This is an optimization exercise on Yosys and OpenROAD, whose aim is small area, a short achievable clock period and few clock cycles per item, not a production implementation. Where RTL was checked, it was by simulation tests only, not by an equivalence proof against the original. The RTL of runs 1 and 3 was laid out without a check of its function. No run shown here takes its clock network from TritonCTS; it comes from the design's own scripts or RTL. The clock input has no modelled driver; a real chip could not lean on it and would need a root buffer or a full tree. Power is estimated from default activity; no workload was simulated.

`design.v`:
```
module fp_add (
    input  [63:0] in_A,
    input  [63:0] in_B,
    input         clk,
    input         rst_n,
    input         in_valid,
    output [63:0] result,
    output        out_valid
);
integer k;
reg [6:0] v;
always @(posedge clk or negedge rst_n) begin
    if (!rst_n) v <= 7'd0;
    else        v <= {v[5:0], in_valid};
end
assign out_valid = v[6];
wire hA_i = |in_A[62:52], hB_i = |in_B[62:52];
reg [63:0] a0, b0;
reg        hA, hB;
always @(posedge clk) begin
    a0 <= {in_A[63:53], in_A[52] | ~hA_i, in_A[51:0]};
    b0 <= {in_B[63:53], in_B[52] | ~hB_i, in_B[51:0]};
    hA <= hA_i;
    hB <= hB_i;
end
wire        sA = a0[63], sB = b0[63];
wire [10:0] eA = a0[62:52], eB = b0[62:52];
wire [51:0] mA = a0[51:0],  mB = b0[51:0];
wire [52:0] fA = {hA, mA};
wire [52:0] fB = {hB, mB};
wire        infA = &eA, infB = &eB;
wire        nanA = infA & (|mA), nanB = infB & (|mB);
wire [11:0] dAB  = {1'b0, eA} - {1'b0, eB};
wire [11:0] dBA  = {1'b0, eB} - {1'b0, eA};
wire        a_ge = ~dAB[11];                        
wire [6:0]  s7   = a_ge ? dAB[6:0] : dBA[6:0];    
wire        o64  = a_ge ? (|dAB[10:6]) : (|dBA[10:6]);
wire        o128 = a_ge ? (|dAB[10:7]) : (|dBA[10:7]);
wire        sub  = sA ^ sB;
reg  [52:0] fBig1, fSm1;
reg  [6:0]  sc1;
reg         o64_1, o128_1;
reg  [10:0] E1;
reg         sgn1, sub1, inf1, nan1;
always @(posedge clk) begin
    fBig1 <= a_ge ? fA : fB;
    fSm1  <= a_ge ? fB : fA;
    sc1   <= s7;
    o64_1 <= o64;
    o128_1 <= o128;
    E1    <= a_ge ? eA : eB;
    sgn1  <= a_ge ? sA : sB;
    sub1  <= sub;
    inf1  <= infA | infB;
    nan1  <= nanA | nanB | (infA & infB & (sA ^ sB));
end
wire [54:0] w0 = o64_1 ? 55'd0 : {fSm1, 2'b00};
wire [54:0] w1 = sc1[5] ? {32'd0, w0[54:32]} : w0;
wire [54:0] w2 = sc1[4] ? {16'd0, w1[54:16]} : w1;
wire [54:0] w3 = sc1[3] ? {8'd0,  w2[54:8]}  : w2;
wire [54:0] w4 = sc1[2] ? {4'd0,  w3[54:4]}  : w3;
wire [54:0] w5 = sc1[1] ? {2'd0,  w4[54:2]}  : w4;
wire [54:0] w6 = sc1[0] ? {1'd0,  w5[54:1]}  : w5;
reg  [106:0] ge;
always @(*) begin
    for (k = 0; k < 107; k = k + 1)
        ge[k] = (sc1 >= k);
end
wire [52:0] band = ge[55:3] & ~ge[106:54];
reg  [52:0] X2;
reg  [54:0] Y2;
reg         st2;
reg  [10:0] E2;
reg         sgn2, sub2, inf2, nan2;
always @(posedge clk) begin
    X2   <= fBig1;
    Y2   <= w6;
    st2  <= ~o128_1 & (|(fSm1 & band));
    E2   <= E1;
    sgn2 <= sgn1;
    sub2 <= sub1;
    inf2 <= inf1;
    nan2 <= nan1;
end
wire [55:0] opX = {X2, 3'b000};
wire [55:0] opY = {Y2, st2};
wire [56:0] F   = {1'b0, opX} + ({1'b0, opY} ^ {57{sub2}}) + {56'd0, sub2};
reg  [56:0] F3;
reg  [10:0] E3;
reg         sgn3, sub3, inf3, nan3;
reg         neg3, hi3;     
always @(posedge clk) begin
    F3   <= F;
    neg3 <= sub2 & F[56];
    hi3  <= ~sub2 & F[56];
    E3   <= E2;
    sgn3 <= sgn2;
    sub3 <= sub2;
    inf3 <= inf2;
    nan3 <= nan2;
end
wire        neg  = neg3;
wire        hi   = hi3;
wire [52:0] frac = neg ? ~F3[55:3] : hi ? F3[56:4] : F3[55:3];
wire        gb   = hi ? F3[3] : F3[2];
wire        rb   = hi ? F3[2] : F3[1];
wire        sb   = hi ? (F3[1] | F3[0]) : F3[0];
wire        rnd  = neg | (gb & (rb | frac[0] | sb));
wire [53:0] fr   = {1'b0, frac} + {53'd0, rnd};
wire        ones = neg ? ~(|F3[55:3]) : hi ? (&F3[56:4]) : (&F3[55:3]);
wire        fr53 = rnd & ones;
wire [11:0] E3p0 = {1'b0, E3};
wire [11:0] E3p1 = {1'b0, E3} + 12'd1;
wire [11:0] E3p2 = {1'b0, E3} + 12'd2;
wire [11:0] exp0 = (hi & fr53) ? E3p2 : (hi | fr53) ? E3p1 : E3p0;
reg  [52:0] f4;
reg  [11:0] x4;
reg         sgn4, inf4, nan4;
always @(posedge clk) begin
    f4   <= {fr53 | fr[52], fr[51:0]};
    x4   <= exp0;
    sgn4 <= sgn3 ^ neg;
    inf4 <= inf3;
    nan4 <= nan3;
end
reg  [53:0] mark;
always @(*) begin
    for (k = 0; k < 54; k = k + 1)
        mark[k] = (x4 == 53 - k);
end
wire [63:0] lz_in = {({1'b0, f4} | mark), 10'h3ff};
wire [31:0] l1v; wire [31:0] l1c;
wire [15:0] l2v; wire [31:0] l2c;
wire [7:0]  l3v; wire [23:0] l3c;
wire [3:0]  l4v; wire [15:0] l4c;
wire [1:0]  l5v; wire [9:0]  l5c;
wire [5:0]  t;
genvar g;
generate
    for (g = 0; g < 32; g = g + 1) begin : L1
        assign l1v[g] = lz_in[2*g+1] | lz_in[2*g];
        assign l1c[g] = ~lz_in[2*g+1];
    end
    for (g = 0; g < 16; g = g + 1) begin : L2
        assign l2v[g] = l1v[2*g+1] | l1v[2*g];
        assign l2c[2*g+1:2*g] = l1v[2*g+1] ? {1'b0, l1c[2*g+1]} : {1'b1, l1c[2*g]};
    end
    for (g = 0; g < 8; g = g + 1) begin : L3
        assign l3v[g] = l2v[2*g+1] | l2v[2*g];
        assign l3c[3*g+2:3*g] = l2v[2*g+1] ? {1'b0, l2c[4*g+3:4*g+2]} : {1'b1, l2c[4*g+1:4*g]};
    end
    for (g = 0; g < 4; g = g + 1) begin : L4
        assign l4v[g] = l3v[2*g+1] | l3v[2*g];
        assign l4c[4*g+3:4*g] = l3v[2*g+1] ? {1'b0, l3c[6*g+5:6*g+3]} : {1'b1, l3c[6*g+2:6*g]};
    end
    for (g = 0; g < 2; g = g + 1) begin : L5
        assign l5v[g] = l4v[2*g+1] | l4v[2*g];
        assign l5c[5*g+4:5*g] = l4v[2*g+1] ? {1'b0, l4c[8*g+7:8*g+4]} : {1'b1, l4c[8*g+3:8*g]};
    end
endgenerate
assign t = l5v[1] ? {1'b0, l5c[9:5]} : {1'b1, l5c[4:0]};
wire ovf  = ((x4 == 12'd2047) & f4[52]) |
            ((x4 == 12'd2048) & (|f4[52:51])) |
            ((x4 == 12'd2049) & (|f4[52:50]));
wire zero = ~(|f4);
wire [11:0] x4p1   = x4 + 12'd1;
reg  [53:0] p5;
reg  [5:0]  t5;
reg  [11:0] x5;           
reg         sgn5, big5, nan5;
always @(posedge clk) begin
    p5   <= t[5] ? {f4[21:0], 32'd0} : {1'b0, f4};
    t5   <= t;
    x5   <= x4p1;
    sgn5 <= sgn4 & ~nan4 & (inf4 | ~zero);
    big5 <= inf4 | ovf;
    nan5 <= nan4;
end
wire [53:0] p6 = t5[4] ? {p5[37:0], 16'd0} : p5;
wire [53:0] p7 = t5[3] ? {p6[45:0], 8'd0}  : p6;
wire [53:0] p8 = t5[2] ? {p7[49:0], 4'd0}  : p7;
wire [53:0] p9 = t5[1] ? {p8[51:0], 2'd0}  : p8;
wire [53:0] pa = t5[0] ? {p9[52:0], 1'd0}  : p9;
wire        normal = pa[53];
wire [11:0] e1     = x5 - {6'd0, t5};
reg  [63:0] res;
always @(posedge clk) begin
    if (nan5)
        res <= {1'b0, 11'h7ff, 52'd1};
    else if (big5)
        res <= {sgn5, 11'h7ff, 52'd0};
    else
        res <= {sgn5, normal ? e1[10:0] : 11'd0, pa[52:1]};
end
assign result = res;
endmodule
```
`flow/run.sh`:
```
#!/bin/bash
set -euo pipefail
TREE=$PWD/flow/cts_tree.tcl
PORTS="BUFFER_PORTS_ARGS=-inputs -outputs -buffer_cell sky130_fd_sc_hd__buf_1"
bash standard.sh synth > synth.log 2>&1
bash standard.sh SETUP_SLACK_MARGIN=7 floorplan > floorplan.log 2>&1
bash standard.sh SETUP_SLACK_MARGIN=7 "$PORTS" place > place.log 2>&1
bash standard.sh SETUP_SLACK_MARGIN=7 PRE_CTS_TCL=$TREE cts > cts.log 2>&1
for step in grt route finish; do
  bash standard.sh SETUP_SLACK_MARGIN=7 $step > $step.log 2>&1
done
```
`flow/cts_tree.tcl`:
```
# Sourced by ORFS's cts.tcl (PRE_CTS_TCL) in place of TritonCTS: builds a
# two-level clock tree. Root buffers on the clock port each drive a group
# of leaf buffers; each leaf buffer sits at the centre of a k-means cluster
# of flip-flops and drives them. All flip-flops see the same two buffer
# stages; the tree only shortens the clock's insertion delay.
proc my_clock_tree { {nleaf 20} {nroot 4} {bufname sky130_fd_sc_hd__clkbuf_16} } {
  set db [ord::get_db]
  set block [ord::get_db_block]
  set master [$db findMaster $bufname]
  set clk_net [$block findNet clk]
  set sinks {}
  foreach it [$clk_net getITerms] {
    set inst [$it getInst]
    set bb [$inst getBBox]
    lappend sinks [list $it [expr {([$bb xMin] + [$bb xMax]) / 2.0}] [expr {([$bb yMin] + [$bb yMax]) / 2.0}]]
  }
  set n [llength $sinks]
  # k-means: seed with sinks spread by sorted order
  set sorted [lsort -real -index 1 $sinks]
  set cx {}; set cy {}
  for {set k 0} {$k < $nleaf} {incr k} {
    set s [lindex $sorted [expr {int(($k + 0.5) * $n / $nleaf)}]]
    lappend cx [lindex $s 1]; lappend cy [lindex $s 2]
  }
  for {set iter 0} {$iter < 30} {incr iter} {
    set sx [lrepeat $nleaf 0.0]; set sy [lrepeat $nleaf 0.0]; set cnt [lrepeat $nleaf 0]
    set assign {}
    foreach s $sinks {
      set x [lindex $s 1]; set y [lindex $s 2]
      set best 0; set bd 1e30
      for {set k 0} {$k < $nleaf} {incr k} {
        set d [expr {abs($x - [lindex $cx $k]) + abs($y - [lindex $cy $k])}]
        if {$d < $bd} { set bd $d; set best $k }
      }
      lappend assign $best
      lset sx $best [expr {[lindex $sx $best] + $x}]
      lset sy $best [expr {[lindex $sy $best] + $y}]
      lset cnt $best [expr {[lindex $cnt $best] + 1}]
    }
    for {set k 0} {$k < $nleaf} {incr k} {
      if {[lindex $cnt $k] > 0} {
        lset cx $k [expr {[lindex $sx $k] / [lindex $cnt $k]}]
        lset cy $k [expr {[lindex $sy $k] / [lindex $cnt $k]}]
      }
    }
  }
  # roots: k-means of leaf centres into nroot groups
  set leaves {}
  for {set k 0} {$k < $nleaf} {incr k} { lappend leaves [list $k [lindex $cx $k] [lindex $cy $k]] }
  set lsorted [lsort -real -index 1 $leaves]
  set rx {}; set ry {}
  for {set r 0} {$r < $nroot} {incr r} {
    set s [lindex $lsorted [expr {int(($r + 0.5) * $nleaf / $nroot)}]]
    lappend rx [lindex $s 1]; lappend ry [lindex $s 2]
  }
  set rassign [lrepeat $nleaf 0]
  for {set iter 0} {$iter < 20} {incr iter} {
    set sx [lrepeat $nroot 0.0]; set sy [lrepeat $nroot 0.0]; set cnt [lrepeat $nroot 0]
    for {set k 0} {$k < $nleaf} {incr k} {
      set x [lindex $cx $k]; set y [lindex $cy $k]
      set best 0; set bd 1e30
      for {set r 0} {$r < $nroot} {incr r} {
        set d [expr {abs($x - [lindex $rx $r]) + abs($y - [lindex $ry $r])}]
        if {$d < $bd} { set bd $d; set best $r }
      }
      lset rassign $k $best
      lset sx $best [expr {[lindex $sx $best] + $x}]
      lset sy $best [expr {[lindex $sy $best] + $y}]
      lset cnt $best [expr {[lindex $cnt $best] + 1}]
    }
    for {set r 0} {$r < $nroot} {incr r} {
      if {[lindex $cnt $r] > 0} {
        lset rx $r [expr {[lindex $sx $r] / [lindex $cnt $r]}]
        lset ry $r [expr {[lindex $sy $r] / [lindex $cnt $r]}]
      }
    }
  }
  set w [$master getWidth]; set h [$master getHeight]
  # root buffers
  set rnets {}
  for {set r 0} {$r < $nroot} {incr r} {
    set inst [odb::dbInst_create $block $master "clkroot_$r"]
    set net [odb::dbNet_create $block "clkroot_net_$r"]
    $net setSigType CLOCK
    [$inst findITerm A] connect $clk_net
    [$inst findITerm X] connect $net
    $inst setLocation [expr {int([lindex $rx $r] - $w / 2)}] [expr {int([lindex $ry $r] - $h / 2)}]
    $inst setPlacementStatus PLACED
    lappend rnets $net
  }
  # leaf buffers
  set lnets {}
  for {set k 0} {$k < $nleaf} {incr k} {
    set inst [odb::dbInst_create $block $master "clkleaf_$k"]
    set net [odb::dbNet_create $block "clkleaf_net_$k"]
    $net setSigType CLOCK
    [$inst findITerm A] connect [lindex $rnets [lindex $rassign $k]]
    [$inst findITerm X] connect $net
    $inst setLocation [expr {int([lindex $cx $k] - $w / 2)}] [expr {int([lindex $cy $k] - $h / 2)}]
    $inst setPlacementStatus PLACED
    lappend lnets $net
  }
  set i 0
  foreach s $sinks {
    set it [lindex $s 0]
    $it disconnect
    $it connect [lindex $lnets [lindex $assign $i]]
    incr i
  }
  $clk_net setSigType CLOCK
  puts "my_clock_tree: $n sinks, $nleaf leaves, $nroot roots"
}

rename clock_tree_synthesis tritoncts_clock_tree_synthesis
proc clock_tree_synthesis { args } {
  my_clock_tree 40 4
}
```
`standard.sh`:
```
#!/bin/bash
# synth_recipe.tcl (not shown) runs the flow's synth.tcl, then flattens the netlist and writes it again
# the make line also repeats each setting of config.mk as NAME=value (left out here)
make -C /OpenROAD-flow-scripts/flow DESIGN_CONFIG=/design/flow/config.mk WORK_HOME=/design/flow/orfs CLKGATE_MAP_FILE= SYNTH_SCRIPT=/design/flow/synth_recipe.tcl "${@:-finish}"
```
`config.mk`:
```
export PLATFORM = sky130hd
export DESIGN_NAME = fp_add
export DESIGN_NICKNAME = fp_add
export VERILOG_FILES = /design/flow/design.v
export SDC_FILE = /design/flow/constraint.sdc
export NUM_CORES = 8
export LEC_CHECK = 0
export CAP_MARGIN = 20
export CORE_MARGIN = 2
export CORE_UTILIZATION = 55
export SLEW_MARGIN = 20
```
`constraint.sdc`:
```
create_clock -name core_clock -period 10.0 [get_ports {clk}]
set_input_delay 2.0000 -clock core_clock [delete_from_list [all_inputs] [get_ports {clk}]]
set_output_delay 2.0000 -clock core_clock [all_outputs]
set_load 0.01 [all_outputs]
```
==> flow_summary.toml, run 1 <==
[placement]
gpl.final_weighted_congestion = 1.005
placed_area_um2 = 34110
numPortBuffers = 195
place_hpwl_mm = 82.38

[finish]
multi_input_area_um2 = 19690
drive_above_1_share = 0.1269
final_area_um2 = 38040
ff_latch_area_um2 = 13490
final_util = 0.6337
syn_to_final_growth_pct = 14.47
num_antenna_cells = 0
num-nets-final = 4293
fillers = 4998

[floorplanning]
ios = 196
die_x_um = 249.8
start_util = 0.5536
core_um2 = 60020
die_h_um = 249.8
dieArea_um2 = 62400
rows = 90

[worst_setup_path]
endpoint_kind = "flop"
crit_required_ns = 10.29
cp_max_fo = 7
cp.arrival_ns = 3.65
start_kind = "flop"
timing.rr.end = "F3[56]"
r2r-start = "sub2"
worst-setup-path-type = "reg -> reg"
r2r_slack_ns = 6.65
worstRegToRegCells = 12

[global_routing]
grt_overflow = 0
gr-usage-all-layers = 0.3384
grt_max_degree = 108
antenna_found_initial = 8
grt_pass1_vias = 28090
grt_pass1_wl_mm = 165.9

[timing]
fmax_mhz = 298.3
fin_crit_ns = 3.352
tightest_slew_ns = 1.077
skew_ns = 0.1586
grt_setup_unrepaired = "true"
slew_headroom = 0.2812
fin_setup_tns_ns = 0
final-setup-viol-count = 0
period_share = 0.3352
hold_viol_final = 0
fin_hold_ws_ns = 0.2471
maxSlewViolCount = 0

[route]
drtAntennaViolNets = 0
wl_met1_mm = 46.52
drt-total-wl_mm = 113.7
topRoutingLayerUsed = "met5"
first_pass_iters = 6
vias = 30280
routed_via_density = 6.248
drcViolationCount = 0
routed-wl-met3_mm = 8.246
met2WireLength_mm = 53.27
drtIter0Drc = 2888
wl_per_cell_um = 23.46

[logic_synthesis]
ys_ff_latch = 670
yosys.area.top_type_share = 0.3994
syn_area_um2 = 33230
syn_nets = 4162
synth-edff-count = 0
ys_types = 115
ys_top_cells_by_area = "dfxtp_1, mux2i_1, nand2_1"
synth.most_common_cell = "dfxtp_1"
yosysWarnings = 1
async_flop_share = 0.01045
synthTopCellsByCount = "dfxtp_1, nand2_1, nor2_1, a21oi_1, mux2i_1"
syn_avg_cell_area_um2 = 8.442
ys.flop_type = "dfxtp_1"
yosysTopAreaCell = "dfxtp_1"
syn_inst = 3936
seq_area_frac_synth = 0.4047

[worst_hold_path]
whs_path_depth = 0
holdPathEnd = "X2[48]"
min_from = "fBig1[48]"
hp-class = "reg -> reg"

[cts]
insertion_delay_ns = 0.47
cts-hold-fix-buffers = 0
clk_pin_slew_ns = 0.10

[run_status]
outcome = "complete, no violations"

[pwr]
p_per_area_nw_per_um2 = 289.5
leakagePower_nw = 15.59
peakVddDrop_mv = 0.2059
power_mw = 11.01

[run]
maxCapViolCount = 0
[area by class of cell]
| cell class | instances | share of cell area |
|---|---|---|
| inverters | 75 | 0.008158 |
| plain buffers | 44 | 0.02895 |
| repair inverters | 1 | 0.0001316 |
| multi-input cells | 2925 | 0.5176 |
| flip-flops and latches | 670 | 0.3545 |
| well taps | 782 | 0.02572 |
| repair buffers | 350 | 0.06493 |
[how the worst max path moves through the flow]
stage,slack [ns],startpoint,to
6_report,6.65,sub2,F3[56]
5_1_grt,6.57,sub2,F3[56]
4_1_cts,6.83,sub2,F3[56]
3_5_place_dp,5.90,sub2,F3[56]
3_3_place_gp,6.01,sub2,F3[56]
2_1_floorplan,6.51,hi3,f4[52]
[sequential cells by signal (all words and copies together), names as in the netlist, 54 cells and up]
register	flops
res	64
p5	54
Y2	55
F3	57
b0	64
a0	64
[repair_timing]
action,CTS,global route
endpoints found under the setup margin,273,127
gates cloned,10,3
pin swaps,34,84
buffers inserted,50,64
resized for setup,171,168
[logic make-up after synthesis]
kind of cell               synth area share
adders and majority gates           0.03709
AOI/OAI and AO/OA                    0.1710
and+or+nand+nor                      0.2046
buffers and inverters               0.04266
muxes                               0.09041
xor gates and xnor gates            0.04955
DFF                                  0.4047
[cell usage in the layout, fill, tap and decap left out, types with 73 or more instances in the layout]
master | netlist | layout
a211oi_1 | 75 | 73
buf_1 | 25 | 195
buf_4 | 4 | 107
mux2i_1 | 239 | 239
o21ai_0 | 193 | 175
dfxtp_1 | 663 | 647
xor2_1 | 109 | 89
a21oi_1 | 248 | 225
nor2_1 | 360 | 342
xnor2_1 | 79 | 77
nand2_1 | 609 | 600
[power breakdown]
group / internal (mW) / switching (mW) / leakage (nW)
clock: 0.775 / 0.800 / 0.542
sequential: 3.40 / 1.02 / 5.66
combinational: 2.10 / 2.91 / 9.39
total: 6.28 / 4.73 / 15.6
[metrics by stage]
| stage | setup slack, ns | instances |
|---|---|---|
| 2_1_floorplan | 6.507 | 3936 |
| 3_3_place_gp | 6.012 | 4675 |
| 3_5_place_dp | 5.900 | 4675 |
| 4_1_cts | 6.827 | 4779 |
| 5_1_grt | 6.572 | 4847 |
| 6_report | 6.648 | 4847 |
[critical path: stages, from the launching register on]
cell,delay [ns]
dfxtp_4,0.49
buf_12,0.19
xor2_1,0.31
ha_4,0.29
a21oi_2,0.18
nand2_1,0.11
o311ai_2,0.27
o211ai_1,0.19
a221oi_2,0.36
a31oi_2,0.20
a31o_4,0.28
ha_4,0.26
inv_2,0.03
[per-layer routing]
metal / vias up / GRT usage
met4: 4 / 0.1282
met3: 322 / 0.04255
met5: - / 0
met2: 1447 / 0.5701
met1: 14500 / 0.4435
li1: 14020 / -
==> run 2, diff against run 1 <==
--- a/design.v
+++ b/design.v
@@ -45,5 +45,5 @@
 always @(posedge clk) begin
     fBig1 <= a_ge ? fA : fB;
-    fSm1  <= a_ge ? fB : fA;
+    fSm1  <= a_ge ? (fB ^ {53{sub}}) : (fA ^ {53{sub}});
     sc1   <= s7;
     o64_1 <= o64;
@@ -55,17 +55,16 @@
     nan1  <= nanA | nanB | (infA & infB & (sA ^ sB));
 end
-wire [54:0] w0 = o64_1 ? 55'd0 : {fSm1, 2'b00};
-wire [54:0] w1 = sc1[5] ? {32'd0, w0[54:32]} : w0;
-wire [54:0] w2 = sc1[4] ? {16'd0, w1[54:16]} : w1;
-wire [54:0] w3 = sc1[3] ? {8'd0,  w2[54:8]}  : w2;
-wire [54:0] w4 = sc1[2] ? {4'd0,  w3[54:4]}  : w3;
-wire [54:0] w5 = sc1[1] ? {2'd0,  w4[54:2]}  : w4;
-wire [54:0] w6 = sc1[0] ? {1'd0,  w5[54:1]}  : w5;
-reg  [106:0] ge;
+wire [54:0] w0 = o64_1 ? {55{sub1}} : {fSm1, {2{sub1}}};
+wire [54:0] w1 = sc1[5] ? {{32{sub1}}, w0[54:32]} : w0;
+wire [54:0] w2 = sc1[4] ? {{16{sub1}}, w1[54:16]} : w1;
+wire [54:0] w3 = sc1[3] ? {{8{sub1}},  w2[54:8]}  : w2;
+wire [54:0] w4 = sc1[2] ? {{4{sub1}},  w3[54:4]}  : w3;
+wire [54:0] w5 = sc1[1] ? {{2{sub1}},  w4[54:2]}  : w4;
+wire [54:0] w6 = sc1[0] ? {sub1,       w5[54:1]}  : w5;
+reg  [52:0] band;
 always @(*) begin
-    for (k = 0; k < 107; k = k + 1)
-        ge[k] = (sc1 >= k);
+    for (k = 0; k < 53; k = k + 1)
+        band[k] = (sc1 >= k + 3) && ({1'b0, sc1} <= k + 53);
 end
-wire [52:0] band = ge[55:3] & ~ge[106:54];
 reg  [52:0] X2;
 reg  [54:0] Y2;
@@ -76,5 +75,5 @@
     X2   <= fBig1;
     Y2   <= w6;
-    st2  <= ~o128_1 & (|(fSm1 & band));
+    st2  <= ~o128_1 & (|((fSm1 ^ {53{sub1}}) & band));
     E2   <= E1;
     sgn2 <= sgn1;
@@ -84,6 +83,6 @@
 end
 wire [55:0] opX = {X2, 3'b000};
-wire [55:0] opY = {Y2, st2};
-wire [56:0] F   = {1'b0, opX} + ({1'b0, opY} ^ {57{sub2}}) + {56'd0, sub2};
+wire [55:0] opY = {Y2, st2 ^ sub2};    
+wire [56:0] F   = {1'b0, opX} + {sub2, opY} + {56'd0, sub2};
 reg  [56:0] F3;
 reg  [10:0] E3;
==> flow/cts_tree.tcl (replaced) <==
# Sourced by ORFS's cts.tcl (PRE_CTS_TCL) in place of TritonCTS: builds a
# two-level clock tree. Four root buffers on the clock port each drive a
# group of leaf buffers; each leaf buffer sits at the centre of a cluster of
# flip-flops (k-means, then no cluster above 20 flip-flops) and drives them.
# All flip-flops see the same two buffer stages; the tree only shortens the
# clock's insertion delay.
proc kmeans_assign { pts cx cy } {
  set assign {}
  set nk [llength $cx]
  foreach p $pts {
    set x [lindex $p 1]; set y [lindex $p 2]
    set best 0; set bd 1e30
    for {set k 0} {$k < $nk} {incr k} {
      set d [expr {abs($x - [lindex $cx $k]) + abs($y - [lindex $cy $k])}]
      if {$d < $bd} { set bd $d; set best $k }
    }
    lappend assign $best
  }
  return $assign
}
proc my_clock_tree { nleaf nroot cap small } {
  set db [ord::get_db]
  set block [ord::get_db_block]
  set m16 [$db findMaster sky130_fd_sc_hd__clkbuf_16]
  set m8 [$db findMaster sky130_fd_sc_hd__clkbuf_8]
  set clk_net [$block findNet clk]
  set sinks {}
  foreach it [$clk_net getITerms] {
    set bb [[$it getInst] getBBox]
    lappend sinks [list $it [expr {([$bb xMin] + [$bb xMax]) / 2.0}] [expr {([$bb yMin] + [$bb yMax]) / 2.0}]]
  }
  set n [llength $sinks]
  set sorted [lsort -real -index 1 $sinks]
  set cx {}; set cy {}
  for {set k 0} {$k < $nleaf} {incr k} {
    set s [lindex $sorted [expr {int(($k + 0.5) * $n / $nleaf)}]]
    lappend cx [lindex $s 1]; lappend cy [lindex $s 2]
  }
  for {set iter 0} {$iter < 40} {incr iter} {
    set assign [kmeans_assign $sinks $cx $cy]
    set sx [lrepeat $nleaf 0.0]; set sy [lrepeat $nleaf 0.0]; set cnt [lrepeat $nleaf 0]
    foreach s $sinks a $assign {
      lset sx $a [expr {[lindex $sx $a] + [lindex $s 1]}]
      lset sy $a [expr {[lindex $sy $a] + [lindex $s 2]}]
      lset cnt $a [expr {[lindex $cnt $a] + 1}]
    }
    for {set k 0} {$k < $nleaf} {incr k} {
      if {[lindex $cnt $k] > 0} {
        lset cx $k [expr {[lindex $sx $k] / [lindex $cnt $k]}]
        lset cy $k [expr {[lindex $sy $k] / [lindex $cnt $k]}]
      }
    }
  }
  # capacity: move the farthest members of an over-full cluster to the
  # nearest cluster with room
  set assign [kmeans_assign $sinks $cx $cy]
  set cnt [lrepeat $nleaf 0]
  foreach a $assign { lset cnt $a [expr {[lindex $cnt $a] + 1}] }
  for {set k 0} {$k < $nleaf} {incr k} {
    if {[lindex $cnt $k] <= $cap} { continue }
    set mem {}
    set i 0
    foreach s $sinks a $assign {
      if {$a == $k} {
        lappend mem [list $i [expr {abs([lindex $s 1] - [lindex $cx $k]) + abs([lindex $s 2] - [lindex $cy $k])}]]
      }
      incr i
    }
    set mem [lsort -real -decreasing -index 1 $mem]
    foreach m $mem {
      if {[lindex $cnt $k] <= $cap} { break }
      set i [lindex $m 0]
      set s [lindex $sinks $i]
      set best -1; set bd 1e30
      for {set j 0} {$j < $nleaf} {incr j} {
        if {$j == $k || [lindex $cnt $j] >= $cap} { continue }
        set d [expr {abs([lindex $s 1] - [lindex $cx $j]) + abs([lindex $s 2] - [lindex $cy $j])}]
        if {$d < $bd} { set bd $d; set best $j }
      }
      if {$best < 0} { break }
      lset assign $i $best
      lset cnt $k [expr {[lindex $cnt $k] - 1}]
      lset cnt $best [expr {[lindex $cnt $best] + 1}]
    }
  }
  # leaf centres from the final members
  set sx [lrepeat $nleaf 0.0]; set sy [lrepeat $nleaf 0.0]
  foreach s $sinks a $assign {
    lset sx $a [expr {[lindex $sx $a] + [lindex $s 1]}]
    lset sy $a [expr {[lindex $sy $a] + [lindex $s 2]}]
  }
  for {set k 0} {$k < $nleaf} {incr k} {
    if {[lindex $cnt $k] > 0} {
      lset cx $k [expr {[lindex $sx $k] / [lindex $cnt $k]}]
      lset cy $k [expr {[lindex $sy $k] / [lindex $cnt $k]}]
    }
  }
  # roots: k-means of the leaf centres
  set leaves {}
  for {set k 0} {$k < $nleaf} {incr k} { lappend leaves [list $k [lindex $cx $k] [lindex $cy $k]] }
  set lsorted [lsort -real -index 1 $leaves]
  set rx {}; set ry {}
  for {set r 0} {$r < $nroot} {incr r} {
    set s [lindex $lsorted [expr {int(($r + 0.5) * $nleaf / $nroot)}]]
    lappend rx [lindex $s 1]; lappend ry [lindex $s 2]
  }
  for {set iter 0} {$iter < 20} {incr iter} {
    set rassign [kmeans_assign $leaves $rx $ry]
    set sx [lrepeat $nroot 0.0]; set sy [lrepeat $nroot 0.0]; set rc [lrepeat $nroot 0]
    foreach l $leaves a $rassign {
      lset sx $a [expr {[lindex $sx $a] + [lindex $l 1]}]
      lset sy $a [expr {[lindex $sy $a] + [lindex $l 2]}]
      lset rc $a [expr {[lindex $rc $a] + 1}]
    }
    for {set r 0} {$r < $nroot} {incr r} {
      if {[lindex $rc $r] > 0} {
        lset rx $r [expr {[lindex $sx $r] / [lindex $rc $r]}]
        lset ry $r [expr {[lindex $sy $r] / [lindex $rc $r]}]
      }
    }
  }
  set rassign [kmeans_assign $leaves $rx $ry]
  set rnets {}
  for {set r 0} {$r < $nroot} {incr r} {
    set inst [odb::dbInst_create $block $m16 "clkroot_$r"]
    set net [odb::dbNet_create $block "clkroot_net_$r"]
    $net setSigType CLOCK
    [$inst findITerm A] connect $clk_net
    [$inst findITerm X] connect $net
    $inst setLocation [expr {int([lindex $rx $r] - [$m16 getWidth] / 2)}] [expr {int([lindex $ry $r] - [$m16 getHeight] / 2)}]
    $inst setPlacementStatus PLACED
    lappend rnets $net
  }
  set lnets {}
  for {set k 0} {$k < $nleaf} {incr k} {
    set m [expr {[lindex $cnt $k] <= $small ? $m8 : $m16}]
    set inst [odb::dbInst_create $block $m "clkleaf_$k"]
    set net [odb::dbNet_create $block "clkleaf_net_$k"]
    $net setSigType CLOCK
    [$inst findITerm A] connect [lindex $rnets [lindex $rassign $k]]
    [$inst findITerm X] connect $net
    $inst setLocation [expr {int([lindex $cx $k] - [$m getWidth] / 2)}] [expr {int([lindex $cy $k] - [$m getHeight] / 2)}]
    $inst setPlacementStatus PLACED
    lappend lnets $net
  }
  foreach s $sinks a $assign {
    set it [lindex $s 0]
    $it disconnect
    $it connect [lindex $lnets $a]
  }
  $clk_net setSigType CLOCK
  puts "my_clock_tree: $n sinks, $nleaf leaves (sizes [lsort -integer $cnt]), $nroot roots"
}

rename clock_tree_synthesis tritoncts_clock_tree_synthesis
proc clock_tree_synthesis { args } {
  my_clock_tree 40 4 20 0
}
--- a/config.mk
+++ b/config.mk
@@ -8,4 +8,4 @@
 export CAP_MARGIN = 20
 export CORE_MARGIN = 2
-export CORE_UTILIZATION = 55
+export CORE_UTILIZATION = 60
 export SLEW_MARGIN = 20
==> run 2 against run 1 <==
Net effect: still clean; clock power increased by 4%; power rose by 5.4%; maximum frequency rose by 11%; critical path type unchanged; largest cell class unchanged; highest routed layer unchanged.
==> flow_summary.toml, run 2 <==
[finish]
syn_to_final_growth_pct = 10.61
num-nets-final = 4108
fillers = 4494
layout_commonest_cell = "dfxtp_1"
drive_above_1_share = 0.1209
reg.largest.list = "a0: 64 flops, b0: 64 flops, res: 64 flops"
final_cell_mix = "dfxtp_1, nor2_1, nand2_1"

[route]
wl_met1_mm = 44.49
met2WireLength_mm = 51.29
topRoutingLayerUsed = "met5"
drtAntennaViolNets = 0
drcViolationCount = 0
routed_via_density = 6.475
wl_per_cell_um = 24.05
routed-wl-met3_mm = 8.862
drtIter0Drc = 2927
drt-total-wl_mm = 111.6
first_pass_iters = 6
vias = 30030

[floorplanning]
rows = 87
core_um2 = 56280
die_h_um = 242.2
ios = 196
dieArea_um2 = 58680
die_x_um = 242.2
start_util = 0.6051

[timing]
period_share = 0.3033
slew_headroom = 0.3468
fin_crit_ns = 3.033
fin_setup_tns_ns = 0
final-setup-viol-count = 0
maxSlewViolCount = 0
tightest_slew_ns = 0.9723
fmax_mhz = 329.7
hold_viol_final = 0
fin_ws_ns = 6.967
grt_setup_unrepaired = "true"
skew_ns = 0.1250

[logic_synthesis]
syn_area_um2 = 34060
ys.flop_type = "dfxtp_1"
synthTopCellsByCount = "dfxtp_1, nor2_1, nand2_1, mux2i_1, a21oi_1"
seq_area_frac_synth = 0.3949
ys_top_cells_by_area = "dfxtp_1, mux2i_1, mux2_2"
yosysTopAreaCell = "dfxtp_1"
syn_avg_cell_area_um2 = 8.948
syn_inst = 3806
syn_nets = 4032
yosysWarnings = 1
ys_types = 94
synth-edff-count = 0
async_flop_share = 0.01045
ys_ff_latch = 670
yosys.area.top_type_share = 0.3897
synth.most_common_cell = "dfxtp_1"

[cts]
insertion_delay_ns = 0.45
clk_pin_slew_ns = 0.10

[worst_setup_path]
r2r_slack_ns = 6.97
cp_max_fo = 10
endpoint_kind = "flop"
r2r-start = "hi3"
start_kind = "flop"
cp.arrival_ns = 3.37
crit_required_ns = 10.34
timing.rr.end = "f4[47]"
worstRegToRegCells = 12
worst-setup-path-type = "reg -> reg"

[worst_hold_path]
holdPathEnd = "X2[3]"
whs_path_depth = 0
hp-class = "reg -> reg"
min_from = "fBig1[3]"

[run_status]
outcome = "complete, no violations"

[global_routing]
antenna_found_initial = 3
grt_pass1_wl_mm = 165.8
grt_pass1_vias = 27880
grt_max_degree = 71
grt_overflow = 0
gr-usage-all-layers = 0.3554

[placement]
numPortBuffers = 195
place_hpwl_mm = 81.15
dp_slack_ns = 5.862
gpl.final_weighted_congestion = 1.063

[pwr]
leakagePower_nw = 14.96
peakVddDrop_mv = 0.2828
p_per_area_nw_per_um2 = 308.1

[run]
maxCapViolCount = 0
==> run 2: layout make-up <==
type | count | area [um^2] | area share
flip-flops and latches | 670 | 13490 | 0.3581
plain buffers | 44 | 1101 | 0.02923
inverters | 118 | 481.7 | 0.01279
repair buffers | 287 | 1863 | 0.04946
well taps | 756 | 945.9 | 0.02511
diodes | 2 | 5.005 | 0.0001329
multi-input cells | 2761 | 19780 | 0.5252
==> run 2: how the worst max path moves through the flow <==
stage	slack (ns)	from	to
5_1_grt	6.93	hi3	f4[49]
3_3_place_gp	5.95	neg3	f4[21]
4_1_cts	6.93	F3[4]	f4[46]
3_5_place_dp	5.86	neg3	f4[46]
6_report	6.97	hi3	f4[47]
2_1_floorplan	6.61	hi3	f4[51]
==> run 2: timing repair <==
action | in CTS | in global routing
setup endpoints to repair | 265 | 219
setup buffers | 9 | 45
pin swaps | 4 | 28
hold buffers | 0 | 0
gates cloned | 5 | 5
gates resized for setup | 86 | 120
==> run 2: critical path, cell delays in order (launching register included) <==
cell      delay (ns)
dfxtp_4         0.42
buf_16          0.17
buf_8           0.17
mux2i_1         0.10
o22ai_2         0.26
o211ai_1        0.14
buf_4           0.19
nor4_4          0.35
nand2_2         0.10
or4_4           0.54
buf_4           0.18
nor3b_2         0.19
xor2_1          0.15
==> run 2: where the power goes <==
| group | internal, mW | total [mW] | leakage, nW | switching [mW] |
|---|---|---|---|---|
| combinational | 2.28 | 5.44 | 8.75 | 3.16 |
| clock | 0.778 | 1.64 | 0.542 | 0.859 |
| sequential | 3.48 | 4.53 | 5.67 | 1.05 |
| total | 6.54 | 11.6 | 15.0 | 5.06 |
==> run 2: cell families after synthesis <==
family | Yosys count | synth area share
adder cells (fa/ha/maj) | 96 | 0.03586
buffers and inverters | 376 | 0.04350
AO/OA/AOI/OAI | 930 | 0.1742
AND/OR/NAND/NOR | 1091 | 0.1560
multiplexers | 438 | 0.1428
XOR/XNOR | 205 | 0.05272
flip-flops | 670 | 0.3949
==> run 2: stage by stage <==
stage	hold slack, ns	util	power (mW)	instances	instance area (um^2)
after global placement	0.3110	0.6221	9.349	4528	35010
after CTS	0.3121	0.6519	10.91	4586	36690
final	0.2513	0.6693	11.61	4638	37670
after floorplan	0.3096	-	7.838	3806	34190
after global routing	0.2409	0.6693	12.19	4637	37660
after detailed placement	0.3121	0.6221	9.444	4528	35010
==> run 2: routing by layer <==
layer  global-route usage  up-vias
met2               0.5850     1664
li1                     -    13740
met3              0.04032      390
met5                    0        -
met1               0.4622    14240
met4               0.1830        2
Testbench counts of run 2, summed over its fixed seeds: cycles 80,056, items 80,000.
==> run 3, diff against run 2 <==
--- a/design.v
+++ b/design.v
@@ -45,5 +45,5 @@
 always @(posedge clk) begin
     fBig1 <= a_ge ? fA : fB;
-    fSm1  <= a_ge ? (fB ^ {53{sub}}) : (fA ^ {53{sub}});
+    fSm1  <= a_ge ? fB : fA;
     sc1   <= s7;
     o64_1 <= o64;
@@ -55,5 +55,5 @@
     nan1  <= nanA | nanB | (infA & infB & (sA ^ sB));
 end
-wire [54:0] w0 = o64_1 ? {55{sub1}} : {fSm1, {2{sub1}}};
+wire [54:0] w0 = o64_1 ? {55{sub1}} : ({fSm1, 2'b00} ^ {55{sub1}});
 wire [54:0] w1 = sc1[5] ? {{32{sub1}}, w0[54:32]} : w0;
 wire [54:0] w2 = sc1[4] ? {{16{sub1}}, w1[54:16]} : w1;
@@ -75,5 +75,5 @@
     X2   <= fBig1;
     Y2   <= w6;
-    st2  <= ~o128_1 & (|((fSm1 ^ {53{sub1}}) & band));
+    st2  <= ~o128_1 & (|(fSm1 & band));
     E2   <= E1;
     sgn2 <= sgn1;
==> run 3 against run 2 <==
Net effect: register-to-register slack about the same; largest cell class unchanged; die area about the same; hold slack worse by 0.021 ns; sequential power down 3%; area after synthesis about the same; worst setup slack better by 0.0082 ns; cell area up 0.19%; highest routed layer is now met4.
==> flow_summary.toml, run 3 <==
[worst_setup_path]
crit_required_ns = 10.25
r2r_slack_ns = 6.98
cp_max_fo = 4
cp-endpoint = "F3[56]"
r2r-start = "sub2"
crit_path_start = "sub2"
timing.rr.end = "F3[56]"
cp.arrival_ns = 3.27
worstRegToRegCells = 13
worst-setup-path-type = "reg -> reg"
start_kind = "flop"
endpoint_kind = "flop"

[route]
drcViolationCount = 0
drt-total-wl_mm = 109.5
drtIter0Drc = 2783
wl_per_cell_um = 24.04
vias = 29040
first_pass_iters = 6
routed_via_density = 6.375
drtAntennaViolNets = 0

[timing]
tightest_slew_ns = 1.097
fmax_mhz = 330.6
fin_setup_tns_ns = 0
fin_crit_ns = 3.025
maxSlewViolCount = 0
hold_viol_final = 0
skew_ns = 0.2087
period_share = 0.3025
slew_headroom = 0.2617
grt_setup_unrepaired = "true"
final-setup-viol-count = 0

[finish]
final_util = 0.6706
multi_input_area_um2 = 19940
final_cell_mix = "dfxtp_1, nor2_1, mux2i_1"
syn_to_final_growth_pct = 10.91
ff_latch_area_um2 = 13490
fillers = 4624
reg.largest.list = "a0: 64 flops, b0: 64 flops, res: 64 flops"
layout_commonest_cell = "dfxtp_1"
final_area_um2 = 37740
num-nets-final = 4027
drive_above_1_share = 0.1487

[run]
maxCapViolCount = 0

[global_routing]
grt_pass1_wl_mm = 160.7
grt_max_degree = 68
grt_pass1_vias = 27610
gr-usage-all-layers = 0.3454
antenna_found_initial = 6
grt_overflow = 0

[pwr]
power_mw = 11.62
peakVddDrop_mv = 0.2298
leakagePower_nw = 14.91
p_per_area_nw_per_um2 = 307.9

[placement]
placed_area_um2 = 34870
numPortBuffers = 195
place_hpwl_mm = 78.73
gpl.final_weighted_congestion = 1.064

[cts]
clk_pin_slew_ns = 0.10
insertion_delay_ns = 0.52
cts-hold-fix-buffers = 0

[logic_synthesis]
synthTopCellsByCount = "dfxtp_1, nor2_1, mux2i_1, nand2_1, a21oi_1"
syn_area_um2 = 34020
yosys.area_share.adder = 0.03560
syn_nets = 3947
syn_inst = 3721
yosys.area.top_type_share = 0.3901
yosysTopAreaCell = "dfxtp_1"
synth-compound-area-share = 0.1665
synthMuxAreaShare = 0.1566
syn_avg_cell_area_um2 = 9.144
yosysWarnings = 1
async_flop_share = 0.01045
yosys.area_share.simple = 0.1547
synth_top_family_by_area = "compound AO/OA/AOI/OAI gates"
ys_types = 112
synth-edff-count = 0
synth_xor_xnor_area_share = 0.04917
ys.flop_type = "dfxtp_1"
ys_ff_latch = 670
seq_area_frac_synth = 0.3952
ys_top_cells_by_area = "dfxtp_1, mux2i_1, mux2_2"
synth.most_common_cell = "dfxtp_1"

[floorplanning]
start_util = 0.6046
ios = 196
core_um2 = 56280
dieArea_um2 = 58630
rows = 87
die_x_um = 242.1
die_h_um = 242.1

[run_status]
outcome = "complete, no violations"

[worst_hold_path]
hp-class = "reg -> reg"
## run 3: cell type report
class | count | area share
multi-input combinational | 2712 | 0.5284
sequential | 670 | 0.3575
timing repair buffer | 293 | 0.05099
buffer | 44 | 0.02918
tap | 756 | 0.02507
inverter | 78 | 0.008488
timing repair inverter | 2 | 0.0003316
antenna | 1 | 0.00006631
## run 3: per-stage QoR
step	instances	setup slack (ns)	hold WS, ns
floorplan	3721	6.587	0.3096
global route	4555	6.896	0.2072
global placement	4439	5.957	0.3109
finish	4556	6.975	0.2302
detailed placement	4439	5.998	0.3121
CTS	4506	6.882	0.3121
## run 3: worst min path at each step
stage	from	cells past startpoint	slack, ns	to
after global routing	fBig1[21]	0	0.21	X2[21]
after global placement	E1[7]	0	0.31	E2[7]
after floorplan	E1[0]	0	0.31	E2[0]
after CTS	E1[7]	0	0.31	E2[7]
final	fBig1[25]	0	0.23	X2[25]
after detailed placement	E1[3]	0	0.31	E2[3]
## run 3: repair_timing
item,CTS,global route
setup buffers,19,41
resized for setup,81,155
pin swaps,10,38
cloned,4,8
endpoints found under the setup margin,221,213
## run 3: power breakdown
part	internal [mW]	leakage (nW)	switching [mW]	total, mW
Sequential	3.47	5.67	0.938	4.41
Combinational	2.37	8.70	3.20	5.57
Clock	0.776	0.542	0.867	1.64
## run 3: per-layer routing
layer / part of all wire / routed length [um] / vias to the layer above / GRT usage
li1: - / - / 13500 / -
met2: 0.48 / 52330 / 1419 / 0.6016
met1: 0.38 / 41980 / 13710 / 0.4140
met4: 0.078 / 8529 / 0 / 0.2119
met5: 0 / 0 / - / 0
met3: 0.061 / 6693 / 412 / 0.03046
## run 3: logic make-up after synthesis
kind of cell | count (synthesis)
DFF | 670
and+or+nand+nor | 1062
adders and majority gates | 95
muxes | 492
xor gates and xnor gates | 191
AOI/OAI and AO/OA | 872
buffers and inverters | 339
## run 3: critical path: stages, from the launching register on
cell and delay (ns):
dfxtp_4 0.38, ha_4 0.18, ha_4 0.17, a31oi_4 0.17, a221oi_2 0.08, buf_4 0.17
a41o_4 0.24, o311ai_4 0.37, a41o_1 0.25, o21a_1 0.15, o21ai_2 0.09, a21o_1 0.18
ha_1 0.27, inv_1 0.03
==> run 4, diff against run 3 <==
--- a/design.v
+++ b/design.v
@@ -31,6 +31,33 @@
 wire        infA = &eA, infB = &eB;
 wire        nanA = infA & (|mA), nanB = infB & (|mB);
-wire [11:0] dAB  = {1'b0, eA} - {1'b0, eB};
-wire [11:0] dBA  = {1'b0, eB} - {1'b0, eA};
+wire [11:0] dAB, dBA;
+genvar sg, sl, si;
+generate
+    for (sg = 0; sg < 2; sg = sg + 1) begin : SUBS
+        wire [10:0] u = sg ? eB : eA;
+        wire [10:0] w = sg ? ~eA : ~eB;
+        wire [11:0] sG [0:4];
+        wire [11:0] sP [0:4];
+        assign sG[0] = {u & w, 1'b1};
+        assign sP[0] = {u ^ w, 1'b0};
+        for (sl = 0; sl < 4; sl = sl + 1) begin : LV
+            for (si = 0; si < 12; si = si + 1) begin : B
+                if (si >= (1 << sl)) begin : C
+                    assign sG[sl+1][si] = sG[sl][si] | (sP[sl][si] & sG[sl][si - (1 << sl)]);
+                    assign sP[sl+1][si] = sP[sl][si] & sP[sl][si - (1 << sl)];
+                end else begin : N
+                    assign sG[sl+1][si] = sG[sl][si];
+                    assign sP[sl+1][si] = sP[sl][si];
+                end
+            end
+        end
+        wire [11:0] r = {~sG[4][11], sP[0][11:1] ^ sG[4][10:0]};
+        if (sg == 0) begin : AB
+            assign dAB = r;
+        end else begin : BA
+            assign dBA = r;
+        end
+    end
+endgenerate
 wire        a_ge = ~dAB[11];                        
 wire [6:0]  s7   = a_ge ? dAB[6:0] : dBA[6:0];    
@@ -45,5 +72,5 @@
 always @(posedge clk) begin
     fBig1 <= a_ge ? fA : fB;
-    fSm1  <= a_ge ? fB : fA;
+    fSm1  <= a_ge ? (fB ^ {53{sub}}) : (fA ^ {53{sub}});
     sc1   <= s7;
     o64_1 <= o64;
@@ -55,5 +82,5 @@
     nan1  <= nanA | nanB | (infA & infB & (sA ^ sB));
 end
-wire [54:0] w0 = o64_1 ? {55{sub1}} : ({fSm1, 2'b00} ^ {55{sub1}});
+wire [54:0] w0 = o64_1 ? {55{sub1}} : {fSm1, {2{sub1}}};
 wire [54:0] w1 = sc1[5] ? {{32{sub1}}, w0[54:32]} : w0;
 wire [54:0] w2 = sc1[4] ? {{16{sub1}}, w1[54:16]} : w1;
@@ -75,5 +102,5 @@
     X2   <= fBig1;
     Y2   <= w6;
-    st2  <= ~o128_1 & (|(fSm1 & band));
+    st2  <= ~o128_1 & (|((fSm1 ^ {53{sub1}}) & band));
     E2   <= E1;
     sgn2 <= sgn1;
@@ -84,5 +111,25 @@
 wire [55:0] opX = {X2, 3'b000};
 wire [55:0] opY = {Y2, st2 ^ sub2};    
-wire [56:0] F   = {1'b0, opX} + {sub2, opY} + {56'd0, sub2};
+wire [56:0] ag = {opX & opY, sub2};
+wire [56:0] ap = {opX ^ opY, 1'b0};
+wire [56:0] aG [0:6];
+wire [56:0] aP [0:6];
+assign aG[0] = ag;
+assign aP[0] = ap;
+genvar al, ai;
+generate
+    for (al = 0; al < 6; al = al + 1) begin : ADL
+        for (ai = 0; ai < 57; ai = ai + 1) begin : ADB
+            if ((ai >> al) & 1) begin : C
+                assign aG[al+1][ai] = aG[al][ai] | (aP[al][ai] & aG[al][((ai >> al) << al) - 1]);
+                assign aP[al+1][ai] = aP[al][ai] & aP[al][((ai >> al) << al) - 1];
+            end else begin : N
+                assign aG[al+1][ai] = aG[al][ai];
+                assign aP[al+1][ai] = aP[al][ai];
+            end
+        end
+    end
+endgenerate
+wire [56:0] F   = {sub2 ^ aG[6][56], ap[56:1] ^ aG[6][55:0]};
 reg  [56:0] F3;
 reg  [10:0] E3;
@@ -106,5 +153,19 @@
 wire        sb   = hi ? (F3[1] | F3[0]) : F3[0];
 wire        rnd  = neg | (gb & (rb | frac[0] | sb));
-wire [53:0] fr   = {1'b0, frac} + {53'd0, rnd};
+wire [52:0] pfx [0:6];
+assign pfx[0] = frac;
+genvar pl, pj;
+generate
+    for (pl = 0; pl < 6; pl = pl + 1) begin : PAL
+        for (pj = 0; pj < 53; pj = pj + 1) begin : PAB
+            if ((pj >> pl) & 1) begin : C
+                assign pfx[pl+1][pj] = pfx[pl][pj] & pfx[pl][((pj >> pl) << pl) - 1];
+            end else begin : N
+                assign pfx[pl+1][pj] = pfx[pl][pj];
+            end
+        end
+    end
+endgenerate
+wire [53:0] fr   = {rnd & pfx[6][52], frac ^ {{52{rnd}} & pfx[6][51:0], rnd}};
 wire        ones = neg ? ~(|F3[55:3]) : hi ? (&F3[56:4]) : (&F3[55:3]);
 wire        fr53 = rnd & ones;
==> flow/run.sh (replaced) <==
#!/bin/bash
set -euo pipefail
TREE=$PWD/flow/cts_tree.tcl
PORTS="BUFFER_PORTS_ARGS=-inputs -outputs -buffer_cell sky130_fd_sc_hd__buf_1"
MY_ABC_SCRIPT=$PWD/flow/map.abc bash standard.sh SYNTH_SCRIPT=$PWD/flow/my_synth.tcl synth > synth.log 2>&1
bash standard.sh SETUP_SLACK_MARGIN=7.1 floorplan > floorplan.log 2>&1
bash standard.sh SETUP_SLACK_MARGIN=7.1 "$PORTS" place > place.log 2>&1
bash standard.sh SETUP_SLACK_MARGIN=7.1 PRE_CTS_TCL=$TREE POST_CTS_TCL=$PWD/flow/post_cts.tcl cts > cts.log 2>&1
for step in grt route finish; do
  bash standard.sh SETUP_SLACK_MARGIN=7.1 $step > $step.log 2>&1
done
==> flow/area_recovery.tcl (new file) <==
# Area recovery: give each cell the smallest drive strength of its kind
# that keeps the worst setup slack at or above a target and keeps the
# slew and capacitance limits with margin (register and clock-buffer types
# are kept; only the drive strength changes).
proc dn_ok { target smin cmin } {
  if {[worst_slack -max] < $target} { return 0 }
  if {[sta::max_slew_check_slack_limit] < $smin} { return 0 }
  if {[sta::max_capacitance_check_slack_limit] < $cmin} { return 0 }
  return 1
}
proc downsize_pass { target smin cmin } {
  set n 0
  foreach inst [get_cells *] {
    set lc [get_lib_cells -of_objects $inst]
    if {$lc eq ""} { continue }
    if {[catch {set name [get_name $lc]}]} { continue }
    if {![regexp {^(sky130_fd_sc_hd__[a-z0-9]+)_([0-9]+)$} $name -> base drv]} { continue }
    if {[string match "*clkbuf*" $base] || [string match "*clkinv*" $base] || [string match "*lpflow*" $base]} { continue }
    foreach d {0 1 2 3 4 6 8 12} {
      if {$d >= $drv} { break }
      set cand [get_lib_cells -quiet ${base}_$d]
      if {$cand eq ""} { continue }
      replace_cell $inst $cand
      if {[dn_ok $target $smin $cmin]} { incr n; break }
      replace_cell $inst $lc
    }
  }
  return $n
}
proc area_recovery { margin } {
  set wns [worst_slack -max]
  set target [expr {$wns < $margin ? $wns : $margin}]
  set s0 [sta::max_slew_check_slack_limit]
  set c0 [sta::max_capacitance_check_slack_limit]
  set smin [expr {$s0 < 0.2 ? $s0 : 0.2}]
  set cmin [expr {$c0 < 0.2 ? $c0 : 0.2}]
  set a0 [rsz::design_area]
  set total 0
  for {set pass 0} {$pass < 3} {incr pass} {
    set n [downsize_pass $target $smin $cmin]
    incr total $n
    if {$n == 0} { break }
  }
  puts [format "area_recovery: target slack %.3f (slew %.3f cap %.3f), %d cells downsized, area %.1f -> %.1f um2, worst slack %.3f" $target $smin $cmin $total [expr {$a0 * 1e12}] [expr {[rsz::design_area] * 1e12}] [worst_slack -max]]
}
==> flow/cts_tree.tcl (replaced) <==
# Sourced by ORFS's cts.tcl (PRE_CTS_TCL) in place of TritonCTS: builds a
# two-level clock tree. Root buffers on the clock port each drive a group
# of leaf buffers; each leaf buffer sits at the centre of a k-means cluster
# of flip-flops and drives them. All flip-flops see the same two buffer
# stages; the tree only shortens the clock's insertion delay.
proc my_clock_tree { {nleaf 20} {nroot 4} {bufname sky130_fd_sc_hd__clkbuf_16} } {
  set db [ord::get_db]
  set block [ord::get_db_block]
  set master [$db findMaster $bufname]
  set clk_net [$block findNet clk]
  set sinks {}
  foreach it [$clk_net getITerms] {
    set inst [$it getInst]
    set bb [$inst getBBox]
    lappend sinks [list $it [expr {([$bb xMin] + [$bb xMax]) / 2.0}] [expr {([$bb yMin] + [$bb yMax]) / 2.0}]]
  }
  set n [llength $sinks]
  # k-means: seed with sinks spread by sorted order
  set sorted [lsort -real -index 1 $sinks]
  set cx {}; set cy {}
  for {set k 0} {$k < $nleaf} {incr k} {
    set s [lindex $sorted [expr {int(($k + 0.5) * $n / $nleaf)}]]
    lappend cx [lindex $s 1]; lappend cy [lindex $s 2]
  }
  for {set iter 0} {$iter < 30} {incr iter} {
    set sx [lrepeat $nleaf 0.0]; set sy [lrepeat $nleaf 0.0]; set cnt [lrepeat $nleaf 0]
    set assign {}
    foreach s $sinks {
      set x [lindex $s 1]; set y [lindex $s 2]
      set best 0; set bd 1e30
      for {set k 0} {$k < $nleaf} {incr k} {
        set d [expr {abs($x - [lindex $cx $k]) + abs($y - [lindex $cy $k])}]
        if {$d < $bd} { set bd $d; set best $k }
      }
      lappend assign $best
      lset sx $best [expr {[lindex $sx $best] + $x}]
      lset sy $best [expr {[lindex $sy $best] + $y}]
      lset cnt $best [expr {[lindex $cnt $best] + 1}]
    }
    for {set k 0} {$k < $nleaf} {incr k} {
      if {[lindex $cnt $k] > 0} {
        lset cx $k [expr {[lindex $sx $k] / [lindex $cnt $k]}]
        lset cy $k [expr {[lindex $sy $k] / [lindex $cnt $k]}]
      }
    }
  }
  # roots: k-means of leaf centres into nroot groups
  set leaves {}
  for {set k 0} {$k < $nleaf} {incr k} { lappend leaves [list $k [lindex $cx $k] [lindex $cy $k]] }
  set lsorted [lsort -real -index 1 $leaves]
  set rx {}; set ry {}
  for {set r 0} {$r < $nroot} {incr r} {
    set s [lindex $lsorted [expr {int(($r + 0.5) * $nleaf / $nroot)}]]
    lappend rx [lindex $s 1]; lappend ry [lindex $s 2]
  }
  set rassign [lrepeat $nleaf 0]
  for {set iter 0} {$iter < 20} {incr iter} {
    set sx [lrepeat $nroot 0.0]; set sy [lrepeat $nroot 0.0]; set cnt [lrepeat $nroot 0]
    for {set k 0} {$k < $nleaf} {incr k} {
      set x [lindex $cx $k]; set y [lindex $cy $k]
      set best 0; set bd 1e30
      for {set r 0} {$r < $nroot} {incr r} {
        set d [expr {abs($x - [lindex $rx $r]) + abs($y - [lindex $ry $r])}]
        if {$d < $bd} { set bd $d; set best $r }
      }
      lset rassign $k $best
      lset sx $best [expr {[lindex $sx $best] + $x}]
      lset sy $best [expr {[lindex $sy $best] + $y}]
      lset cnt $best [expr {[lindex $cnt $best] + 1}]
    }
    for {set r 0} {$r < $nroot} {incr r} {
      if {[lindex $cnt $r] > 0} {
        lset rx $r [expr {[lindex $sx $r] / [lindex $cnt $r]}]
        lset ry $r [expr {[lindex $sy $r] / [lindex $cnt $r]}]
      }
    }
  }
  set w [$master getWidth]; set h [$master getHeight]
  # root buffers
  set rnets {}
  for {set r 0} {$r < $nroot} {incr r} {
    set inst [odb::dbInst_create $block $master "clkroot_$r"]
    set net [odb::dbNet_create $block "clkroot_net_$r"]
    $net setSigType CLOCK
    [$inst findITerm A] connect $clk_net
    [$inst findITerm X] connect $net
    $inst setLocation [expr {int([lindex $rx $r] - $w / 2)}] [expr {int([lindex $ry $r] - $h / 2)}]
    $inst setPlacementStatus PLACED
    lappend rnets $net
  }
  # leaf buffers
  set lnets {}
  for {set k 0} {$k < $nleaf} {incr k} {
    set inst [odb::dbInst_create $block $master "clkleaf_$k"]
    set net [odb::dbNet_create $block "clkleaf_net_$k"]
    $net setSigType CLOCK
    [$inst findITerm A] connect [lindex $rnets [lindex $rassign $k]]
    [$inst findITerm X] connect $net
    $inst setLocation [expr {int([lindex $cx $k] - $w / 2)}] [expr {int([lindex $cy $k] - $h / 2)}]
    $inst setPlacementStatus PLACED
    lappend lnets $net
  }
  set i 0
  foreach s $sinks {
    set it [lindex $s 0]
    $it disconnect
    $it connect [lindex $lnets [lindex $assign $i]]
    incr i
  }
  $clk_net setSigType CLOCK
  puts "my_clock_tree: $n sinks, $nleaf leaves, $nroot roots"
}

rename clock_tree_synthesis tritoncts_clock_tree_synthesis
proc clock_tree_synthesis { args } {
  my_clock_tree 40 4
}
==> flow/map.abc (new file) <==
strash
dch
map -D 1900
topo
stime -c
buffer -c
upsize -c -D 1900
dnsize -c -D 1900
==> flow/my_synth.tcl (new file) <==
# synth_recipe.tcl (the standard synthesis script) with one change: the
# final ABC technology mapping uses flow/map.abc, a delay-targeted mapping
# (map -D 1900) with buffering and sizing, instead of ORFS's abc_speed
# script. Registers, their names and cell types are untouched: ABC maps only
# the logic between them.
proc synth {args} { yosys synth -nofsm -noshare {*}$args }
proc abc {args} {
  set i [lsearch -exact $args -script]
  if {$i >= 0} { lset args [expr {$i + 1}] $::env(MY_ABC_SCRIPT) }
  yosys abc {*}$args
}
source $::env(SCRIPTS_DIR)/synth.tcl
# left out here: clear keep_hierarchy, flatten, clean up, hide names made inside functions, write 1_2_yosys.v
==> flow/post_cts.tcl (new file) <==
# POST_CTS_TCL: area recovery after CTS's timing repair (flow/area_recovery.tcl),
# keeping the worst setup slack at the repair's target, then re-legalise.
source [file dirname [info script]]/area_recovery.tcl
estimate_parasitics -placement
area_recovery $::env(SETUP_SLACK_MARGIN)
detailed_placement
==> run 4 against run 3 <==
Net effect: area after synthesis decreased by 7.2%; clock skew is 0.11 ns lower; sequential power decreased by 5.0%; core utilization up 0.93 points; combinational power shrank 6.5%; register-to-register slack improved by 0.10 ns; sequential share of layout area up 2.2 points; maximum frequency increased by 3.6%; power shrank 5.6%; hold slack better by 0.078 ns; critical path depth up 7; critical path type unchanged; critical endpoint is now f4[52].
==> flow_summary.toml, run 4 <==
[timing]
skew_ns = 0.1006
final-setup-viol-count = 0
grt_setup_unrepaired = "true"
maxSlewViolCount = 0
fmax_mhz = 342.4
fin_crit_ns = 2.920
fin_ws_ns = 7.080
hold_viol_final = 0
period_share = 0.2920
fin_setup_tns_ns = 0
tightest_slew_ns = 1.010
slew_headroom = 0.3215

[floorplanning]
die_x_um = 233.4
start_util = 0.6034
die_h_um = 233.4
ios = 196
dieArea_um2 = 54490
rows = 84
core_um2 = 52340

[worst_setup_path]
cp.arrival_ns = 3.26
r2r_slack_ns = 7.08
crit_required_ns = 10.34
worstRegToRegCells = 20
timing.rr.end = "f4[52]"
worst-setup-path-type = "reg -> reg"
r2r-start = "neg3"
cp_max_fo = 7
endpoint_kind = "flop"
cp-endpoint = "f4[52]"
start_kind = "flop"
crit_path_start = "neg3"

[placement]
place_hpwl_mm = 69.74
dp_slack_ns = 6.065
numPortBuffers = 195
gpl.final_weighted_congestion = 1.034

[finish]
syn_to_final_growth_pct = 12.67
num_antenna_cells = 0
final_util = 0.6799
drive_above_1_share = 0.08291
layout_commonest_cell = "nand2_1"
num-nets-final = 4561
final_cell_mix = "nand2_1, dfxtp_1, o21ai_0"
reg.largest.list = "a0: 64 flops, b0: 64 flops, res: 64 flops"

[logic_synthesis]
seq_area_frac_synth = 0.4258
ys_types = 62
ys.flop_type = "dfxtp_1"
ys_ff_latch = 670
async_flop_share = 0.01045
syn_nets = 4392
ys_top_cells_by_area = "dfxtp_1, nand2_1, o21ai_0"
yosysWarnings = 1
synth-edff-count = 0
yosys.area.top_type_share = 0.4203
yosysTopAreaCell = "dfxtp_1"
syn_inst = 4163
synth.most_common_cell = "nand2_1"
syn_area_um2 = 31580
syn_avg_cell_area_um2 = 7.587
synthTopCellsByCount = "nand2_1, dfxtp_1, o21ai_0, inv_1, nor2_1"

[worst_hold_path]
hp-class = "reg -> reg"

[global_routing]
antenna_found_initial = 1
grt_pass1_vias = 26340
grt_max_degree = 66
grt_pass1_wl_mm = 141.4
gr-usage-all-layers = 0.3304
grt_overflow = 0

[run]
maxCapViolCount = 0

[pwr]
power.internal_mw = 6.164
switchingPower_mw = 4.802
power_frac_comb = 0.475
power_switching_share = 0.4379
seqPwrFrac = 0.382
clock_power_share = 0.143
peakVddDrop_mv = 0.1769
p_per_area_nw_per_um2 = 308.2
leakagePower_nw = 15.35
power_mw = 10.97

[route]
drtIter0Drc = 2609
first_pass_iters = 7
drt-total-wl_mm = 96.39
wl_per_cell_um = 19.21
vias = 28860
drtAntennaViolNets = 0
routed_via_density = 5.751
drcViolationCount = 0

[run_status]
outcome = "complete, no violations"

[cts]
insertion_delay_ns = 0.43
clk_pin_slew_ns = 0.09
-- run 4: changes by cell type after synthesis, moves of 46 or more --
| cell | delta |
|---|---|
| nand2_1 | +511 |
| o21ai_0 | +386 |
| inv_1 | +368 |
| mux2i_1 | -226 |
| mux2_2 | -198 |
| xor2_1 | +100 |
| xnor2_1 | -79 |
| a211oi_1 | -64 |
| a21o_1 | -51 |
| buf_2 | -47 |
| nand3_1 | +47 |
| and2_1 | -46 |
-- run 4: logic make-up after synthesis --
logic type / synth area share
muxes: 0.01680
buffers and inverters: 0.08145
xor gates and xnor gates: 0.05879
and+or+nand+nor: 0.1852
adders and majority gates: 0.04049
AOI/OAI and AO/OA: 0.1914
DFF: 0.4258
-- run 4: worst max-delay path, cell delays in order, from the launching register on --
cell,delay (ns)
dfxtp_2,0.34
buf_6,0.15
clkinvlp_4,0.15
buf_12,0.17
buf_12,0.14
o21ai_4,0.15
nand2_1,0.08
nor2_2,0.12
nand2_1,0.08
nor3_2,0.12
inv_1,0.08
nor3_2,0.18
nand3_2,0.11
nor2_4,0.18
inv_4,0.09
nor2_4,0.12
nand2_2,0.07
or2_4,0.25
nor2_4,0.11
nand2_1,0.06
o211ai_1,0.08
-- run 4: final cells by class --
cell class	count	area, um^2
Buffer	44	1101
Fill cell	4524	16760
Inverter	458	1768
Multi-Input combinational cell	2830	16200
Sequential cell	670	13490
Tap cell	688	860.8
Timing Repair Buffer	324	2137
Timing Repair inverter	4	26.28
-- run 4: through the flow --
stage | instances | area [um^2] | hold slack [ns]
6_report | 5018 | 35580 | 0.3080
3_5_place_dp | 4874 | 32620 | 0.3121
2_1_floorplan | 4163 | 31580 | 0.3096
3_3_place_gp | 4874 | 32620 | 0.3098
5_1_grt | 5018 | 35580 | 0.3120
-- run 4: worst min path at each step --
stage               cells past startpoint  slack [ns]  endpoint  startpoint
detailed placement                      0        0.31    X2[16]   fBig1[16]
floorplan                               0        0.31     E2[0]       E1[0]
finish                                  0        0.31    X2[14]   fBig1[14]
global placement                        0        0.31    X2[12]   fBig1[12]
global route                            0        0.31    X2[21]   fBig1[21]
-- run 4: layer usage --
metal,vias up,GRT usage,wire (um)
met5,-,0,0
met4,0,0.1887,6928
met3,374,0.03748,5985
li1,14150,-,-
met2,1182,0.5732,45630
met1,13150,0.3968,37850
-- run 4: power groups by stage --
| stage | logic, mW | clock network [mW] | registers (mW) |
|---|---|---|---|
| finish | 5.21 | 1.56 | 4.19 |
| detailed placement | 4.62 | 0 | 4.19 |
| global route | 5.83 | 1.68 | 4.24 |
| global placement | 4.58 | 0 | 4.18 |
| floorplan | 3.43 | 0 | 3.96 |
Testbench counts of run 4, summed over its fixed seeds: cycles 80,056, items 80,000.

## what the ideal ports hide
The flow's constraints put no driver on any port. The routed layouts listed below were extracted and timed again, unchanged, in two steps.
Step 1, drivers: a clkbuf_16 drives clk and a buf_2 each remaining input, both assumed.
Step 2 moves the port delays by t, midway between the first and last clock arrival at a register: inputs arrive t later, outputs are due t later. That takes back most of the time a late clock gives input paths.
a / b / c = ideal / step 1 / step 2; a / b = the first two.
run	t (ns)	setup slack, ns	hold slack, ns
run 1	0.541	6.648 / 6.648 / 6.648	0.247 / 0.247 / 0.247
run 2	0.513	6.967 / 6.910 / 6.967	0.251 / 0.251 / 0.251
run 3	0.544	6.975 / 6.865 / 6.975	0.230 / 0.230 / 0.230
run 4	0.522	7.080 / 6.968 / 7.080	0.308 / 0.308 / 0.308
After both steps every run listed still meets setup and hold.
